From an optimization exercise on the open Yosys and OpenROAD flow, aimed at a short achievable clock period and few clock cycles; shortcuts taken in it are not production practice.
In this exercise RTL edits were held to simulation tests only and were not proved equivalent to the original.
Power figures rest on the tool's default switching activity, not on a simulated workload.

==> flow/design.v <==
`timescale 1ns / 1ps
module Muliti_CPU (
	input clk,
	input reset,
	input MIO_ready,
	input [31:0] Data_in,
	output mem_w,
	output CPU_MIO,
	output [31:0] Addr_out,
	output [31:0] Data_out );
	reg [31:0] addr_q;
	reg        memw_q;
	reg [31:0] dout_q;
	reg        mode_mem;     
	reg [31:0] pc_f;         
	reg        ld_en;        
	reg [4:0]  ld_rd;
	assign Addr_out = addr_q;
	assign mem_w    = memw_q;
	assign Data_out = dout_q;
	assign CPU_MIO  = 1'b1;
	reg        xv;
	reg [31:0] ir;
	reg [31:0] A, B;
	reg [31:0] pcx4;         
	reg [31:0] btgt;         
	reg        pred_t;       
	reg [31:0] R [1:31];
	integer i;
	wire [5:0] op = ir[31:26];
	wire [5:0] fn = ir[5:0];
	wire x_r     = (op == 6'h00);
	wire x_jr    = x_r && (fn == 6'h08);
	wire x_lw    = (op == 6'h23);
	wire x_sw    = (op == 6'h2B);
	wire x_beq   = (op == 6'h04);
	wire x_bne   = (op == 6'h05);
	wire x_jal   = (op == 6'h03);
	wire x_addi  = (op == 6'h08);
	wire x_andi  = (op == 6'h0C);
	wire x_ori   = (op == 6'h0D);
	wire x_xori  = (op == 6'h0E);
	wire x_sltiu = (op == 6'h0B);
	wire x_lui   = (op == 6'h0F);
	wire x_mem   = x_lw | x_sw;
	wire [31:0] imm32 = {{16{ir[15]}}, ir[15:0]};
	wire [31:0] op2   = x_r ? B : imm32;
	wire f_sub  = x_r && (fn == 6'h22);
	wire f_and  = x_r && (fn == 6'h24);
	wire f_or   = x_r && (fn == 6'h25);
	wire f_xor  = x_r && (fn == 6'h26);
	wire f_nor  = x_r && (fn == 6'h27);
	wire f_sltu = x_r && (fn == 6'h2B);
	wire f_srl  = x_r && (fn == 6'h02);
	wire d_and  = f_and | x_andi;
	wire d_or   = f_or | x_ori;
	wire d_xor  = f_xor | x_xori;
	wire d_sltu = f_sltu | x_sltiu;
	wire d_add  = ~(f_sub | d_and | d_or | f_xor | x_xori | f_nor | d_sltu | f_srl | x_lui | x_jal);
	wire [31:0] sum  = A + op2;
	wire [32:0] diff = {1'b0, A} + {1'b0, ~op2} + 33'd1;
	wire        ltu  = ~diff[32];
	reg [31:0] xres;
	always @* begin
		xres = 32'b0;
		if (d_add)  xres = xres | sum;
		if (f_sub)  xres = xres | diff[31:0];
		if (d_and)  xres = xres | (A & op2);
		if (d_or)   xres = xres | (A | op2);
		if (d_xor)  xres = xres | (A ^ op2);
		if (f_nor)  xres = xres | ~(A | op2);
		if (d_sltu) xres = xres | {31'b0, ltu};
		if (f_srl)  xres = xres | {1'b0, B[31:1]};
		if (x_lui)  xres = xres | {ir[15:0], 16'b0};
		if (x_jal)  xres = xres | pcx4;
	end
	wire       x_wr_rd = x_r && !x_jr;
	wire       x_wr_rt = x_addi | x_andi | x_ori | x_xori | x_sltiu | x_lui;
	wire [4:0] x_dst   = x_jal ? 5'd31 : (x_wr_rd ? ir[15:11] : ir[20:16]);
	wire       x_we    = xv && !mode_mem && (x_wr_rd | x_wr_rt | x_jal) && (x_dst != 5'd0);
	wire eq       = (A == B);
	wire taken    = (x_beq & eq) | (x_bne & ~eq);
	wire br_wrong = (x_beq | x_bne) && (taken != pred_t);
	wire jr_wrong = x_jr && !pred_t;
	wire redirect = xv && (br_wrong | jr_wrong);
	wire [31:0] rtarget = jr_wrong ? sum : (taken ? btgt : pcx4);
	wire [31:0] w    = Data_in;
	wire [5:0]  wop  = w[31:26];
	wire [4:0]  wrs  = w[25:21];
	wire [4:0]  wrt  = w[20:16];
	wire [31:0] pcf4 = addr_q + 32'd4;
	wire [31:0] rA = (wrs == 5'd0) ? 32'b0 : R[wrs];
	wire [31:0] rB = (wrt == 5'd0) ? 32'b0 : R[wrt];
	wire [31:0] A_next = (x_we && x_dst == wrs) ? xres : rA;
	wire [31:0] B_next = (x_we && x_dst == wrt) ? xres : rB;
	wire w_j   = (wop == 6'h02) | (wop == 6'h03);
	wire w_br  = (wop == 6'h04) | (wop == 6'h05);
	wire w_bb  = w_br && w[15];
	wire x_ld_hz = xv && x_lw && (ir[20:16] == wrs);
	wire w_jrp = (wop == 6'h00) && (w[5:0] == 6'h08) && (wrt == 5'd0) && !x_ld_hz;
	wire [31:0] btgt_f = pcf4 + {{14{w[15]}}, w[15:0], 2'b00};
	wire [31:0] jtgt_f = {pcf4[31:28], w[25:0], 2'b00};
	wire [31:0] pred_next = w_j ? jtgt_f : (w_bb ? btgt_f : (w_jrp ? A_next : pcf4));
	always @(posedge clk or posedge reset) begin
		if (reset) begin
			addr_q   <= 32'b0;
			memw_q   <= 1'b0;
			dout_q   <= 32'b0;
			mode_mem <= 1'b0;
			pc_f     <= 32'b0;
			ld_en    <= 1'b0;
			ld_rd    <= 5'b0;
			xv       <= 1'b0;
			ir       <= 32'b0;
			A        <= 32'b0;
			B        <= 32'b0;
			pcx4     <= 32'b0;
			btgt     <= 32'b0;
			pred_t   <= 1'b0;
		end else if (MIO_ready) begin
			if (mode_mem) begin
				mode_mem <= 1'b0;
				memw_q   <= 1'b0;
				addr_q   <= pc_f;
				if (ld_en && ld_rd != 5'd0) begin
					if (ld_rd == ir[25:21]) A <= Data_in;
					if (ld_rd == ir[20:16]) B <= Data_in;
				end
			end else begin
				if (xv && x_mem) begin
					mode_mem <= 1'b1;
					addr_q   <= sum;
					memw_q   <= x_sw;
					dout_q   <= B;
					ld_en    <= x_lw;
					ld_rd    <= ir[20:16];
					pc_f     <= pred_next;
				end else if (redirect) begin
					addr_q   <= rtarget;
				end else begin
					addr_q   <= pred_next;
				end
				if (redirect) begin
					xv <= 1'b0;
				end else begin
					xv     <= 1'b1;
					ir     <= w;
					A      <= A_next;
					B      <= B_next;
					pcx4   <= pcf4;
					btgt   <= btgt_f;
					pred_t <= w_bb | w_jrp;
				end
			end
		end
	end
	always @(posedge clk or posedge reset) begin
		if (reset) begin
			for (i = 1; i < 32; i = i + 1) R[i] <= 32'b0;
		end else if (MIO_ready) begin
			if (mode_mem) begin
				if (ld_en && ld_rd != 5'd0) R[ld_rd] <= Data_in;
			end else if (x_we) begin
				R[x_dst] <= xres;
			end
		end
	end
endmodule
==> flow/run.sh <==
#!/bin/bash
# synth_recipe.tcl (not shown) runs the flow's synth.tcl, then flattens the netlist and writes it again
# the make line also repeats each setting of config.mk as NAME=value (left out here)
make -C /OpenROAD-flow-scripts/flow DESIGN_CONFIG=/design/flow/config.mk WORK_HOME=/design/flow/orfs CLKGATE_MAP_FILE= SYNTH_SCRIPT=/design/flow/synth_recipe.tcl finish
==> flow/config.mk <==
export PLATFORM = sky130hd
export DESIGN_NAME = Muliti_CPU
export DESIGN_NICKNAME = Muliti_CPU
export VERILOG_FILES = /design/flow/design.v
export SDC_FILE = /design/flow/constraint.sdc
export NUM_CORES = 4
export LEC_CHECK = 0
export ABC_CLOCK_PERIOD_IN_PS = 3000
export CAP_MARGIN = 20
export CORE_MARGIN = 2
export CORE_UTILIZATION = 30
export PLACE_DENSITY = 0.5
export SETUP_SLACK_MARGIN = 5
export SLEW_MARGIN = 20
==> flow/constraint.sdc <==
create_clock -name core_clock -period 11.0 [get_ports {clk}]
set_input_delay 2.2000 -clock core_clock [delete_from_list [all_inputs] [get_ports {clk}]]
set_output_delay 2.2000 -clock core_clock [all_outputs]
set_load 0.01 [all_outputs]
==> run notes <==
## timing repair
item | CTS | global route
pin swaps | 11 | 14
endpoints found under the setup margin | 541 | 555
setup buffers | 13 | 27
hold buffers | 0 | 0
cloned | 6 | 1
hold endpoints to repair | 0 | 0
resized for setup | 38 | 48
## report_power, final
part	internal (µW)	leakage, µW	total [µW]	switching [µW]
sequential	5600	0.0167	6880	1290
combinational	1470	0.0154	4600	3130
clock	2990	0.00246	5240	2250
## cell type report
cell class              instances  area, µm²
repair buffers                372       3240
well taps                    3043       3810
flip-flops and latches       1256      31400
multi-input cells            5945      36600
clock buffers                 200       4160
inverters                     133        503
diodes                         17       42.5
clock inverters                54        918
fillers                     23900     152000
## cell families after synthesis
| family | share of synthesized area [%] |
|---|---|
| AOI/OAI and AO/OA | 26.2 |
| xor gates and xnor gates | 1.97 |
| adders and majority gates | 2.33 |
| buffers and inverters | 4.94 |
| DFF | 44.8 |
| muxes | 3.50 |
| other | 0.00534 |
| and+or+nand+nor | 16.2 |
## worst max-delay path, delay by kind of cell
family / cells / cell delay [ns]
multiplexers: 1 / 0.18
buffers and inverters: 4 / 1.60
AND/OR/NAND/NOR: 6 / 2.01
AO/OA/AOI/OAI: 4 / 0.84
## worst paths after layout
kind                         endpoint
setup / recovery              pc_f[4]
hold / removal               btgt[15]
setup reg to reg            R[10][22]
hold reg to reg              btgt[15]
max in group asynchronous    R[21][5]
min in group asynchronous  dout_q[19]
## state kept, by name, summed over array words and instances (netlist names), 5 cells and up
signal,flops
A,32
addr_q,32
R,992
pcx4,32
dout_q,32
btgt,30
B,32
ir,32
ld_rd,5
pc_f,32
## cell usage after synthesis (22+ instances only)
| cell | n |
|---|---|
| nand2_1 | 1588 |
| dfrtp_1 | 1256 |
| o21ai_0 | 1067 |
| a22oi_1 | 656 |
| clkbuf_1 | 627 |
| a21oi_1 | 335 |
| nor2_1 | 285 |
| mux2_2 | 165 |
| nand3_1 | 142 |
| nand4_1 | 142 |
| inv_1 | 132 |
| a221oi_1 | 127 |
| ha_1 | 126 |
| nor3_1 | 120 |
| a22o_1 | 101 |
| a222oi_1 | 87 |
| xor2_1 | 78 |
| xnor2_1 | 77 |
| a21o_1 | 67 |
| buf_1 | 58 |
| buf_2 | 57 |
| or3_1 | 55 |
| mux2i_1 | 53 |
| nor4_1 | 51 |
| nand2b_1 | 50 |
| o211ai_1 | 48 |
| a31oi_1 | 39 |
| o21ai_1 | 39 |
| a211oi_1 | 33 |
| o31ai_1 | 32 |
| nor2b_1 | 30 |
| and3_1 | 28 |
| and2_1 | 22 |
## metal layers
layer / part of all wire (%) / GRT usage (%)
met5: 0.096 / 0.816
met2: 41 / 48.9
met4: 8.8 / 23.1
met1: 37 / 41.5
met3: 13 / 11.4
## stage by stage
stage	instance area (µm²)	power (µW)	instances	setup WS, ns	hold slack [ns]
3_5_place_dp	74700	11100	10700	3.65	0.462
5_1_grt	80700	17300	11000	4.79	0.488
6_report	80800	16700	11000	4.80	0.471
2_1_floorplan	70200	8930	8081	-8.56	0.438
4_1_cts	80200	16400	11000	5.02	0.476
3_3_place_gp	74700	11000	10700	3.67	0.456
==> flow_summary_export.csv <==
group,metric,value,unit
run_status,status,"no timing/DRC/antenna violations",
logic_synthesis,async_reset_ff_share,100,%
logic_synthesis,avgSynthCellArea,8.68,µm²
timing,worstMarginPinSlew,1.20,ns
setup_path,crit_type,"input pin to flop",
setup_path,cp_cell_sequence,"clkbuf_4 -> buf_4 -> nand2_1 -> nor2_4 -> buf_4 -> buf_4 -> a22oi_1 -> nand4_1 -> or3_1 -> nor4_2 -> nor3_1 -> a21o_1 -> a21oi_1 -> a21oi_1 -> mux2_2",
global_route,grt_pass1_wl,560000,µm
logic_synthesis,synth-seq-cells,1256,
global_route,grt_max_degree,181,
final_layout,final_cell_mix,"nand2_1, dfrtp_1, o21ai_0, a22oi_1, a21oi_1",
clock_tree,cts-root-buf,"clkbuf_16",
setup_path,crit_start,"Data_in[24]",
logic_synthesis,synth_area,70200,µm²
timing,min_period_over_period,56.4,%
floorplanning,initial_core_util,30.2,%
timing,setup_viol_count_final,0,
timing,final.setup.tns,0,ns
logic_synthesis,syn_inst,8081,
final_layout,syn_to_final_growth,15.1,%
global_route,gr-total-overflow,0,
floorplanning,die_w,488,µm
detailed_routing,wire_per_inst,37.3,µm
setup_path,cp.required,11.75,ns
global_route,grt_pass1_vias,67600,
logic_synthesis,synth_nets,8245,
setup_path,path_max_fanout,17,
setup_path,crit_path_start_kind,"input pin",
min_path,min_from,"btgt[15]",
setup_path,r2r_cells,17,
setup_path,r2r_slack,5.08,ns
placement,portBuffers,99,
detailed_routing,ant_nets,0,
final_layout,final_nets,8017,
timing,slew_headroom,20.1,%
flow_run,maxCapViolCount,0,
timing,final-max-slew-violation-count,0,
clock_tree,h-tree-depth,4,
pwr,p_per_area,207,nW/µm²
floorplanning,rows,177,
logic_synthesis,ys_warn_count,2,
detailed_routing,firstDrtPassIters,15,
clock_tree,ctsLongestPathBuffers,3,
final_layout,final_core_util,34.7,%
pwr,leakage,0.0346,µW
detailed_routing,viasPerCell,6.53,
clock_tree,tritoncts,"yes",
timing,period_minus_slack,6.20,ns
global_route,grtUsageTotal,33.5,%
logic_synthesis,ys_seq_area_share,44.8,%
detailed_routing,routed_wirelength,411000,µm
timing,grt_setup_unrepaired,"true",
placement,gp_congestion,1.02,
setup_path,critPathMaxStageDelay,0.68,ns
logic_synthesis,synth.area.top_cells,"dfrtp_1, nand2_1, o21ai_0, a22oi_1, clkbuf_1",
placement,dp_hpwl,264000,µm
min_path,hold_path_class,"flop to flop",
detailed_routing,drcViolationCount,0,
detailed_routing,vias,72000,
global_route,antenna_found_initial,33,
logic_synthesis,yosys.area.top_type,"dfrtp_1",
clock_tree,cts_buffers,145,
setup_path,cp_slowest_cell,"nor2_4",
clock_tree,clkLatencyLatePin,0.88,ns
floorplanning,core,233000,µm²
detailed_routing,drtIter0Drc,12300,
logic_synthesis,ys_types,105,
floorplanning,ioPinCount,101,
setup_path,crit_arrival,6.95,ns
setup_path,crit_path_frequent_cell,"buf_4",
pwr,irDropWorstVdd,0.129,mV
setup_path,rr_startpoint,"ir[29]",
clock_tree,clock-sinks,1256,
clock_tree,clkTransAtPathRegs,0.06,ns
logic_synthesis,synth_edf_count,0,
timing,max_freq,0.161,GHz
floorplanning,die_h,488,µm
timing,hold_viol,0,
min_path,whs_path_depth,2,
setup_path,end_kind,"flop",
floorplanning,die-area,238000,µm²
final_layout,drive_above_1_share,11.9,%
final_layout,layout_commonest_cell,"nand2_1",
timing,skew,0.0917,ns
logic_synthesis,synth_top_area_share,44.8,%
logic_synthesis,ys.flop_type,"dfrtp_1",
Testbench counts, summed over its fixed seeds: cycles 66,994.

==> what the ideal ports hide <==
The flow's constraints put no driver on any port. The routed layout listed below was extracted and timed again, unchanged, in two steps.
Step 1, drivers: a clkbuf_16 drives clk and a buf_2 each remaining input, both assumed.
Step 2, shift: input delay + t, output delay - t, t = (earliest + latest rising clock arrival at the registers) / 2. This alone moves slack from input paths to output paths.
a / b / c = ideal ports / drivers / drivers and shift; a / b = the first two.
t (ns): 0.925
setup slack, ns: 4.800 / 4.859 / 3.934
hold WS [ns]: 0.471 / 0.471 / 0.471
After both steps setup and hold are still met in this run. The setup slack of this run moves by +0.059 ns with the drivers and by -0.866 ns with both steps.
